Source: an optimization exercise on an open RTL-to-GDS flow (aim: small area). Production flows keep margins and buffers that such runs may drop.
At most, simulation tests tie the RTL to the original design; equivalence was not proved.
The clock port is modelled as an ideal driver, which makes a skipped or thinned clock tree look cheaper than it is; a real chip needs a root buffer or a tree.
Power and IR drop assume default switching activity.

Setup of alpha:
==> flow/design.v <==
module weather_box (
	input clk,
	input rst_n,
	output [7:0] led,
	output [9:0] lcd_ram_addr,
	output lcd_ram_en,
	input  [7:0] lcd_ram_data,
	output LCD_RS,
	output LCD_RW,
	output LCD_EN,
	output [7:0] LCD_D
	);
reg r_rst;
reg rst;
reg [15:0] r_t;
wire w_t_low0 = (r_t[14:0] == 15'd0);
wire w_t_zero = w_t_low0 & ~r_t[15];    
wire w_t_one  = w_t_low0 &  r_t[15];    
wire w_t_fb = r_t[15] ^ r_t[13] ^ r_t[12] ^ r_t[10] ^ w_t_low0;
wire w_step = w_t_zero & ~rst;          
reg r_mode;           
reg [4:0] r_s;        
reg [1:0] r_p;        
reg [7:0] r_data;     
reg r_en;             
localparam P_E = 2'd0;  
localparam P_B = 2'd1;  
localparam P_C = 2'd2;  
localparam P_A = 2'd3;  
wire w_last = (r_s == 5'd31);
reg [15:0] w_load;
always @(*) begin
	if (!r_mode) begin
		case (r_s)
			5'd10:   w_load = 16'h79d6;
			5'd11:   w_load = 16'h2f40;
			5'd30:   w_load = 16'h4ae3;
			5'd31:   w_load = 16'h79d6;
			default: w_load = 16'h5e80;
		endcase
	end else begin
		case (r_p)
			P_E:     w_load = 16'h2f40;
			P_A:     w_load = w_last ? 16'h2f40 : 16'h5e80;
			P_C:     w_load = w_last ? 16'hd30e : 16'h5e80;
			default: w_load = 16'h5e80;
		endcase
	end
end
wire w_n_long = !r_mode && (r_s == 5'd10 || r_s == 5'd31);
wire w_n_250  = (!r_mode && r_s == 5'd11) || (r_mode && r_p == P_E);
wire w_n_2000 = r_mode && r_p == P_A && w_last;
wire w_half_hit = w_n_long ? (r_t[0] & r_t[1] & ~r_t[2] & r_t[3] & ~r_t[4] & ~r_t[5] & r_t[6] & r_t[7] & ~r_t[8] & r_t[9] & ~r_t[10] & r_t[11] & r_t[12] & r_t[13] & r_t[14] & r_t[15]) :
                  w_n_250  ? (r_t[0] & ~r_t[1] & ~r_t[3] & r_t[5] & ~r_t[7] & r_t[10]) :
                  w_n_2000 ? (r_t[0] & ~r_t[1] & r_t[2] & ~r_t[4] & ~r_t[7] & ~r_t[9] & r_t[12] & ~r_t[13] & ~r_t[14]) :
                             (r_t[10] & ~r_t[11]);
always @(posedge clk) begin
	r_rst <= rst_n;
	if (!r_rst) begin
		rst <= 1'b1;
		r_t <= 16'h0001;
	end else if (w_t_zero) begin
		rst <= 1'b0;
		r_t <= rst ? 16'h95c6 : w_load;
	end else begin
		r_t <= {r_t[14:0], w_t_fb};
	end
end
always @(posedge clk) begin
	if (rst)
		r_en <= 1'b1;
	else if (w_t_one)
		r_en <= 1'b1;
	else if (w_half_hit)
		r_en <= 1'b0;
end
always @(posedge clk) begin
	if (rst) begin
		r_mode <= 1'b0;
		r_s <= 5'd10;
		r_p <= P_E;
	end else if (w_step) begin
		if (!r_mode) begin
			if (r_s == 5'd31)
				r_mode <= 1'b1;
			r_s <= r_s + 5'd1;
			r_p <= P_E;
		end else begin
			case (r_p)
				P_E: r_p <= P_B;
				P_A: begin r_p <= P_B; r_s <= r_s + 5'd1; end
				P_B: r_p <= P_C;
				default: r_p <= P_A;
			endcase
		end
	end
end
wire [7:0] w_rom =
	({8{r_s == 5'd11}} & 8'h01) |
	({8{r_s == 5'd12}} & 8'h38) |
	({8{r_s == 5'd13}} & 8'h0e) |
	({8{r_s == 5'd14}} & 8'h06) |
	({8{r_s == 5'd15}} & 8'h48) |
	({8{r_s == 5'd16}} & 8'h65) |
	({8{r_s == 5'd17}} & 8'h6c) |
	({8{r_s == 5'd18}} & 8'h6c) |
	({8{r_s == 5'd19}} & 8'h6f) |
	({8{r_s == 5'd20}} & 8'h20) |
	({8{r_s == 5'd21}} & 8'h77) |
	({8{r_s == 5'd22}} & 8'h6f) |
	({8{r_s == 5'd23}} & 8'h72) |
	({8{r_s == 5'd24}} & 8'h6c) |
	({8{r_s == 5'd25}} & 8'h64) |
	({8{r_s == 5'd26}} & 8'h2c) |
	({8{r_s == 5'd27}} & 8'h20) |
	({8{r_s == 5'd28}} & 8'h75) |
	({8{r_s == 5'd29}} & 8'h77) |
	({8{r_s == 5'd30}} & 8'h75);
reg [7:0] w_d;
always @(*) begin
	if (!r_mode)
		w_d = w_rom;
	else begin
		case (r_p)
			P_E: w_d = 8'h01;
			P_B: w_d = 8'h00;
			P_C: w_d = r_data;
			default: w_d = w_last ? 8'h02 : (r_s == 5'd15) ? 8'hc0 : 8'h00;
		endcase
	end
end
always @(posedge clk)
	if (w_step && r_mode && r_p == P_B)
		r_data <= lcd_ram_data;
assign LCD_D = w_d;
assign LCD_RS = r_mode ? (r_p == P_C) : (r_s >= 5'd15 && r_s <= 5'd30);
assign LCD_RW = 1'b0;
assign LCD_EN = r_en;
assign lcd_ram_en = r_mode;
assign lcd_ram_addr = {5'b00000, r_s};
reg [11:0] r_c;       
reg [7:0] r_x;        
reg [2:0] r_y;        
reg r_half;           
reg [7:0] r_v;        
reg [7:0] r_w;        
reg r_first;          
wire w_c_low0 = (r_c[10:0] == 11'd0);
wire w_tick = w_c_low0 & ~r_c[11];
wire w_c_one = w_c_low0 & r_c[11];
wire w_c_fb = r_c[11] ^ r_c[5] ^ r_c[3] ^ r_c[0] ^ w_c_low0;
wire [5:0] w_duty = r_x[7:2];
wire w_x_zero = (r_x == 8'd0);
wire w_restart = w_tick && (r_x[1:0] == 2'd0) && !w_x_zero;
always @(posedge clk) begin
	if (rst) begin
		r_x <= 8'd129;
		r_y <= 3'd0;
		r_half <= 1'b0;
		r_first <= 1'b1;
	end else begin
		if (w_tick) begin
			r_x <= w_x_zero ? 8'd131 : r_x - 8'd1;
			r_y <= (r_y == 3'd4) ? 3'd0 : r_y + 3'd1;
		end
		if (w_c_one && r_y == 3'd4)
			r_half <= ~r_half;
		if (w_restart)
			r_first <= 1'b0;
	end
	r_c <= (rst || w_tick) ? 12'hed1 : {r_c[10:0], w_c_fb};
	r_v <= (rst || w_restart || r_v == 8'd0) ? 8'd254 : r_v - 8'd1;
	r_w <= (rst || r_w == 8'd0) ? 8'd254 : r_w - 8'd1;
end
wire w_low = (r_v[7:5] == 3'd0);
wire w_v_zero = (r_v == 8'd0);
wire w_hit55 = (r_v == 8'd55);
wire w_hit0 = r_first ? (r_v == 8'd253) : w_hit55;
wire [4:0] w_d5 = w_duty[4:0];
wire [4:0] w_vd = r_v[4:0] - w_d5;
reg [5:0] r_on;
genvar i;
generate
	for (i = 0; i < 6; i = i + 1) begin : g_led
		wire set = w_low && (w_vd == ((32 - 5 * i) % 32));
		always @(posedge clk)
			if (rst || w_v_zero)
				r_on[i] <= 1'b0;
			else if (set)
				r_on[i] <= 1'b1;
		wire special = (i == 0) ? (w_d5 == 5'd0) : (w_duty == 5 * i);
		assign led[i] = r_on[i] || (special && ((i == 0) ? w_hit0 : w_hit55));
	end
endgenerate
assign led[6] = 1'b0;
assign led[7] = r_half && (r_w[7:4] == 4'd0);
endmodule
export LEC_CHECK = 0
export CAP_MARGIN = 20
export CORE_MARGIN = 2
export CORE_UTILIZATION = 40
export CTS_BUF_LIST = sky130_fd_sc_hd__clkbuf_16
export CTS_CLUSTER_SIZE = 40
export SLEW_MARGIN = 20
create_clock -name core_clock -period 10.0 [get_ports {clk}]
run.sh (not shown) runs the stock make flow with config.mk's settings and CLKGATE_MAP_FILE= SYNTH_SCRIPT=/design/flow/synth_recipe.tcl, a recipe that flattens the netlist after the stock synthesis.
Here is what was changed in the inputs of beta compared with alpha.
Settings: CTS_BUF_LIST now sky130_fd_sc_hd__clkbuf_8, was sky130_fd_sc_hd__clkbuf_16; CTS_CLUSTER_SIZE now 20, was 40.
==> comparison <==
Every run (alpha and beta) finished clean.
Filler cell count, alpha and beta: lower on alpha
Diff alpha -> beta: layout overhead on the synthesized area lower, wire length of the first global-routing pass now sits lower.
Cmp alpha and beta / worst setup slack / lower: beta
Detailed-router iteration count before antenna repair delta (alpha -> beta): insignificant
beta vs. alpha: total power draw lost 9.3%, post-route minimum period picked up an extra 34 ps, number of global-route vias before repair -14, via density per instance up 0.45%.
Number of cells on the critical path across alpha and beta: no real change.
No functional check of the RTL was part of any run of this note.

---

Another version of the RTL of weather_box (not shown whole).
For scale: ~470 cells after synthesis, roughly 77 flip-flops.
export LEC_CHECK = 0
export CAP_MARGIN = 20
export CORE_MARGIN = 2
export CORE_UTILIZATION = 40
export SLEW_MARGIN = 20
export BUFFER_PORTS_ARGS = -buffer_cell sky130_fd_sc_hd__buf_1
export CTS_ARGS = -sink_clustering_enable -repair_clock_nets -dont_use_dummy_load -buf_list {sky130_fd_sc_hd__clkbuf_8}
export POST_CTS_TCL = /design/flow/flow/cts_post.tcl
export PRE_RESIZE_TCL = /design/flow/flow/downsize.tcl
export MCTS_K = 4
export MCTS_BUF = sky130_fd_sc_hd__clkbuf_8
export SKIP_REPAIR_TIE_FANOUT = 1
create_clock -name core_clock -period 10.0 [get_ports {clk}]
standard.sh (not shown) runs the stock make flow with config.mk's settings and CLKGATE_MAP_FILE= SYNTH_SCRIPT=/design/flow/synth_recipe.tcl, a recipe that flattens the netlist after the stock synthesis.
==> flow/flow/run.sh <==
#!/bin/bash
set -euo pipefail
cat >> config.mk <<CFG
export BUFFER_PORTS_ARGS = -buffer_cell sky130_fd_sc_hd__buf_1
export CTS_ARGS = -sink_clustering_enable -repair_clock_nets -dont_use_dummy_load -buf_list {sky130_fd_sc_hd__clkbuf_8}
export POST_CTS_TCL = $PWD/flow/cts_post.tcl
export PRE_RESIZE_TCL = $PWD/flow/downsize.tcl
export MCTS_K = 4
export MCTS_BUF = sky130_fd_sc_hd__clkbuf_8
export SKIP_REPAIR_TIE_FANOUT = 1
CFG
bash standard.sh > standard.log 2>&1
==> flow/flow/cts_post.tcl <==
# Replace the clock tree that clock_tree_synthesis built with a flat one:
# the clock port drives K leaf buffers, each placed at the centre of a
# group of register clock pins (k-means on their positions).
set K $::env(MCTS_K)
set bufname $::env(MCTS_BUF)
set block [ord::get_db_block]
set clk [$block findNet clk]
# remove the buffers CTS inserted: move their sinks back onto clk
set changed 1
while {$changed} {
  set changed 0
  foreach it [$clk getITerms] {
    set inst [$it getInst]
    if {[[$inst getMaster] isSequential]} { continue }
    set out ""
    foreach t [$inst getITerms] {
      if {[$t isOutputSignal]} { set out [$t getNet] }
    }
    if {$out eq "" || $out eq "NULL"} { continue }
    foreach s [$out getITerms] {
      if {[$s getInst] ne $inst} { $s disconnect; $s connect $clk }
    }
    foreach t [$inst getITerms] { $t disconnect }
    odb::dbInst_destroy $inst
    odb::dbNet_destroy $out
    set changed 1
    break
  }
}
set pts {}
foreach it [$clk getITerms] {
  set inst [$it getInst]
  lassign [$inst getLocation] x y
  lappend pts [list $it $x $y]
}
set n [llength $pts]
puts "manual clock tree: $n sinks"
# balanced groups: split at the median x, then each half at its median
# y, and so on, until there are K groups (K a power of two)
proc split_groups {pts k axis} {
  if {$k <= 1} { return [list $pts] }
  set s [lsort -integer -index $axis $pts]
  set h [expr {[llength $s] / 2}]
  set nax [expr {$axis == 1 ? 2 : 1}]
  return [concat [split_groups [lrange $s 0 [expr {$h - 1}]] [expr {$k / 2}] $nax] \
                 [split_groups [lrange $s $h end] [expr {$k / 2}] $nax]]
}
set groups [split_groups $pts $K 1]
set cs {}
set asg {}
set gi 0
set newpts {}
foreach g $groups {
  set sx 0; set sy 0
  foreach p $g { set sx [expr {$sx + [lindex $p 1]}]; set sy [expr {$sy + [lindex $p 2]}]; lappend newpts $p; lappend asg $gi }
  lappend cs [list [expr {$sx / [llength $g]}] [expr {$sy / [llength $g]}]]
  incr gi
}
set pts $newpts
set master [[ord::get_db] findMaster $bufname]
for {set k 0} {$k < $K} {incr k} {
  set inst [odb::dbInst_create $block $master "clkleaf_$k"]
  set net [odb::dbNet_create $block "clkleaf_net_$k"]
  $net setSigType CLOCK
  [$inst findITerm A] connect $clk
  [$inst findITerm X] connect $net
  lassign [lindex $cs $k] cx cy
  $inst setLocation [expr {int($cx)}] [expr {int($cy)}]
  $inst setPlacementStatus PLACED
  set members 0
  foreach p $pts a $asg {
    if {$a == $k} {
      set it [lindex $p 0]
      $it disconnect
      $it connect $net
      incr members
    }
  }
  puts "clkleaf_$k: $members sinks at $cx $cy"
}
detailed_placement
estimate_parasitics -placement
report_check_types -max_slew -max_capacitance -violators
report_clock_skew
==> flow/flow/downsize.tcl <==
# Before repair_design: give every combinational cell the smallest drive
# strength of its kind (timing has ample slack); repair_design then fixes
# any slew or capacitance limit this breaks.
set db [ord::get_db]
set n 0
foreach inst [[ord::get_db_block] getInsts] {
  set m [$inst getMaster]
  set name [$m getName]
  if {[$m isSequential]} { continue }
  if {![regexp {^(sky130_fd_sc_hd__[a-z0-9]+)_([0-9]+)$} $name -> base drv]} { continue }
  if {$drv <= 1} { continue }
  if {[string match *clkbuf* $base] || [string match *conb* $base]} { continue }
  foreach k {0 1 2} {
    if {$k >= $drv} { break }
    set nm [$db findMaster ${base}_$k]
    if {$nm ne "NULL" && $nm ne ""} {
      $inst swapMaster $nm
      incr n
      break
    }
  }
}
puts "downsized $n cells"
The starting point ran to the end with no violations.
Change:
--- a/flow/flow/run.sh
+++ b/flow/flow/run.sh
@@ -1,2 +1,10 @@
 #!/bin/bash
+# Layout: the standard flow (standard.sh; its make output goes to
+# standard.log and each ORFS step logs under orfs/logs), with these changes
+# to how the layout is built:
+#  - the port buffers use the smallest buffer (buf_1);
+#  - after clock tree synthesis, flow/cts_post.tcl replaces the tree with
+#    the clock port driving 4 leaf buffers (sky130_fd_sc_hd__clkbuf_8), each feeding one group of
+#    nearby registers (groups of equal size, split at median coordinates);
+#  - one tie cell drives all the constant outputs.
 set -euo pipefail
@@ -6,3 +14,2 @@
 export POST_CTS_TCL = $PWD/flow/cts_post.tcl
-export PRE_RESIZE_TCL = $PWD/flow/downsize.tcl
 export MCTS_K = 4
--- a/flow/flow/cts_post.tcl
+++ b/flow/flow/cts_post.tcl
@@ -2,3 +2,3 @@
 # the clock port drives K leaf buffers, each placed at the centre of a
-# group of register clock pins (k-means on their positions).
+# group of register clock pins (equal groups split at median coordinates).
 set K $::env(MCTS_K)
--- a/flow/config.mk
+++ b/flow/config.mk
@@ -14,3 +14,2 @@
 export POST_CTS_TCL = /design/flow/flow/cts_post.tcl
-export PRE_RESIZE_TCL = /design/flow/flow/downsize.tcl
 export MCTS_K = 4
removed: flow/flow/downsize.tcl
=> The new run passed the timing, DRC and antenna checks. Combinational power is higher by roughly a tenth. Setup slack got worse by 27 ps. Hold slack stays flat. Global-route usage rose by 0.13 points. Critical path depth stays the same. Cell area grows slightly. Die area is unchanged. Power rose slightly. Via count is about the same. Final cell count does not change.
No run of this note takes its clock network from TritonCTS; it comes from the design's own scripts or RTL.

---

weather_box, a different RTL version from the one above (not shown whole).
Size: ~83 flip-flops, roughly 40 I/O pins.
clock: 10.0 ns
lec_check: 0
cap_margin: 20
core_margin: 2
core_utilization: 40
slew_margin: 20
buffer_ports_args: -buffer_cell sky130_fd_sc_hd__buf_1
cts_args: -sink_clustering_enable -repair_clock_nets -dont_use_dummy_load -sink_clustering_size 25 -sink_clustering_max_diameter 400 -buf_list {sky130_fd_sc_hd__clkbuf_8}
==> flow/flow/run.sh <==
#!/bin/bash
# Layout: the standard flow (standard.sh) with two changes to how the
# layout is built: port buffers use the smallest buffer (buf_1), and clock
# tree synthesis uses its own buffer list and clustering, without dummy loads.
set -euo pipefail
cat >> config.mk <<'CFG'
export BUFFER_PORTS_ARGS = -buffer_cell sky130_fd_sc_hd__buf_1
export CTS_ARGS = -sink_clustering_enable -repair_clock_nets -dont_use_dummy_load -sink_clustering_size 25 -sink_clustering_max_diameter 400 -buf_list {sky130_fd_sc_hd__clkbuf_8}
CFG
bash standard.sh > standard.log 2>&1
Change:
--- a/flow/flow/run.sh
+++ b/flow/flow/run.sh
@@ -7,3 +7,3 @@
 export BUFFER_PORTS_ARGS = -buffer_cell sky130_fd_sc_hd__buf_1
-export CTS_ARGS = -sink_clustering_enable -repair_clock_nets -dont_use_dummy_load -sink_clustering_size 25 -sink_clustering_max_diameter 400 -buf_list {sky130_fd_sc_hd__clkbuf_8}
+export CTS_ARGS = -sink_clustering_enable -repair_clock_nets -dont_use_dummy_load -sink_clustering_size 40 -sink_clustering_max_diameter 400 -buf_list {sky130_fd_sc_hd__clkbuf_16}
 CFG
Settings changed: CTS_ARGS -sink_clustering_enable -repair_clock_nets -dont_use_dummy_load -sink_clustering_size 25 -sink_clustering_max_diameter 400 -buf_list {sky130_fd_sc_hd__clkbuf_8} to -sink_clustering_enable -repair_clock_nets -dont_use_dummy_load -sink_clustering_size 40 -sink_clustering_max_diameter 400 -buf_list {sky130_fd_sc_hd__clkbuf_16}.
=> Power is higher by 15%; flip-flop and latch count does not change; worst setup slack improved by 0.039 ns; area after synthesis stays the same; first-iteration DRC count fell by 2.5%; clock power is higher by 48%; final cell count stays the same.
Change:
--- a/flow/flow/run.sh
+++ b/flow/flow/run.sh
@@ -7,3 +7,3 @@
 export BUFFER_PORTS_ARGS = -buffer_cell sky130_fd_sc_hd__buf_1
-export CTS_ARGS = -sink_clustering_enable -repair_clock_nets -dont_use_dummy_load -sink_clustering_size 40 -sink_clustering_max_diameter 400 -buf_list {sky130_fd_sc_hd__clkbuf_16}
+export CTS_ARGS = -repair_clock_nets -dont_use_dummy_load -buf_list {sky130_fd_sc_hd__clkbuf_16}
 CFG
Settings changed: CTS_ARGS -sink_clustering_enable -repair_clock_nets -dont_use_dummy_load -sink_clustering_size 40 -sink_clustering_max_diameter 400 -buf_list {sky130_fd_sc_hd__clkbuf_16} to -repair_clock_nets -dont_use_dummy_load -buf_list {sky130_fd_sc_hd__clkbuf_16}.
The new run completed with no timing, DRC or antenna violations.
Clock-buffer cell count is unchanged.
Core utilization is unchanged.
Via count stays the same.
Power is unchanged.
Hold slack stays the same.
Clock power is about the same.
Routed wire length stays the same.
Worst setup slack is unchanged.
Sequential share of layout area stays the same.
Change:
--- a/flow/flow/run.sh
+++ b/flow/flow/run.sh
@@ -7,3 +7,3 @@
 export BUFFER_PORTS_ARGS = -buffer_cell sky130_fd_sc_hd__buf_1
-export CTS_ARGS = -repair_clock_nets -dont_use_dummy_load -buf_list {sky130_fd_sc_hd__clkbuf_16}
+export CTS_ARGS = -sink_clustering_enable -sink_clustering_size 80 -sink_clustering_max_diameter 1000 -sink_clustering_levels 1 -repair_clock_nets -dont_use_dummy_load -buf_list {sky130_fd_sc_hd__clkbuf_16}
 CFG
Settings changed: CTS_ARGS -repair_clock_nets -dont_use_dummy_load -buf_list {sky130_fd_sc_hd__clkbuf_16} to -sink_clustering_enable -sink_clustering_size 80 -sink_clustering_max_diameter 1000 -sink_clustering_levels 1 -repair_clock_nets -dont_use_dummy_load -buf_list {sky130_fd_sc_hd__clkbuf_16}.
Effect: Cell count stays the same; power does not change; maximum frequency is unchanged; hold slack stays the same; final area stays the same; worst setup slack stays the same; die area is unchanged; flip-flop and latch count is unchanged; via count is unchanged; sequential power is about the same.
Function was not checked in any run of this note: the RTL went through the layout flow alone.

[re-timing with driven ports]
No port has a modelled driver above. Below, the same layouts with a new extraction and two added sets of constraints.
Step 1 assumes that a clkbuf_16 drives the clock port and a buf_2 every other input.
Step 2 adds t to the input delays and takes it off the output delays; t is the mean of the earliest and latest rising clock arrival at the registers after step 1. Input paths then give back, and output paths get back, about the clock's delay inside the block.
Three values: no drivers, after step 1, after step 2; two values: the first two.
| run | shift t [ns] | setup WS [ns] | worst hold slack (ns) | worst setup path after step 2 | slew at the worst register clock pin (ns) |
|---|---|---|---|---|---|
| alpha | 0.380 | 4.902 / 4.864 / 5.244 | 0.439 / 0.439 / 0.439 | register to output | 0.07 / 0.07 |
| beta | 0.403 | 4.869 / 4.835 / 5.238 | 0.449 / 0.449 / 0.449 | register to output | 0.09 / 0.09 |
| the first run of note 2 | 0.228 | 5.309 / 5.248 / 5.476 | 0.448 / 0.448 / 0.448 | register to output | 0.12 / 0.12 |
| the second run of note 2 | 0.230 | 5.282 / 5.219 / 5.450 | 0.448 / 0.448 / 0.448 | register to output | 0.12 / 0.12 |
| the first run of note 3 | 0.373 | 5.486 / 5.452 / 5.825 | 0.433 / 0.433 / 0.433 | register to output | 0.08 / 0.08 |
| the second run of note 3 | 0.363 | 5.525 / 5.487 / 5.850 | 0.436 / 0.436 / 0.436 | register to output | 0.06 / 0.06 |
| the third run of note 3 | 0.363 | 5.525 / 5.487 / 5.850 | 0.436 / 0.436 / 0.436 | register to output | 0.06 / 0.06 |
| the fourth run of note 3 | 0.363 | 5.525 / 5.487 / 5.850 | 0.436 / 0.436 / 0.436 | register to output | 0.06 / 0.06 |
After both steps setup and hold are still met in every run listed.
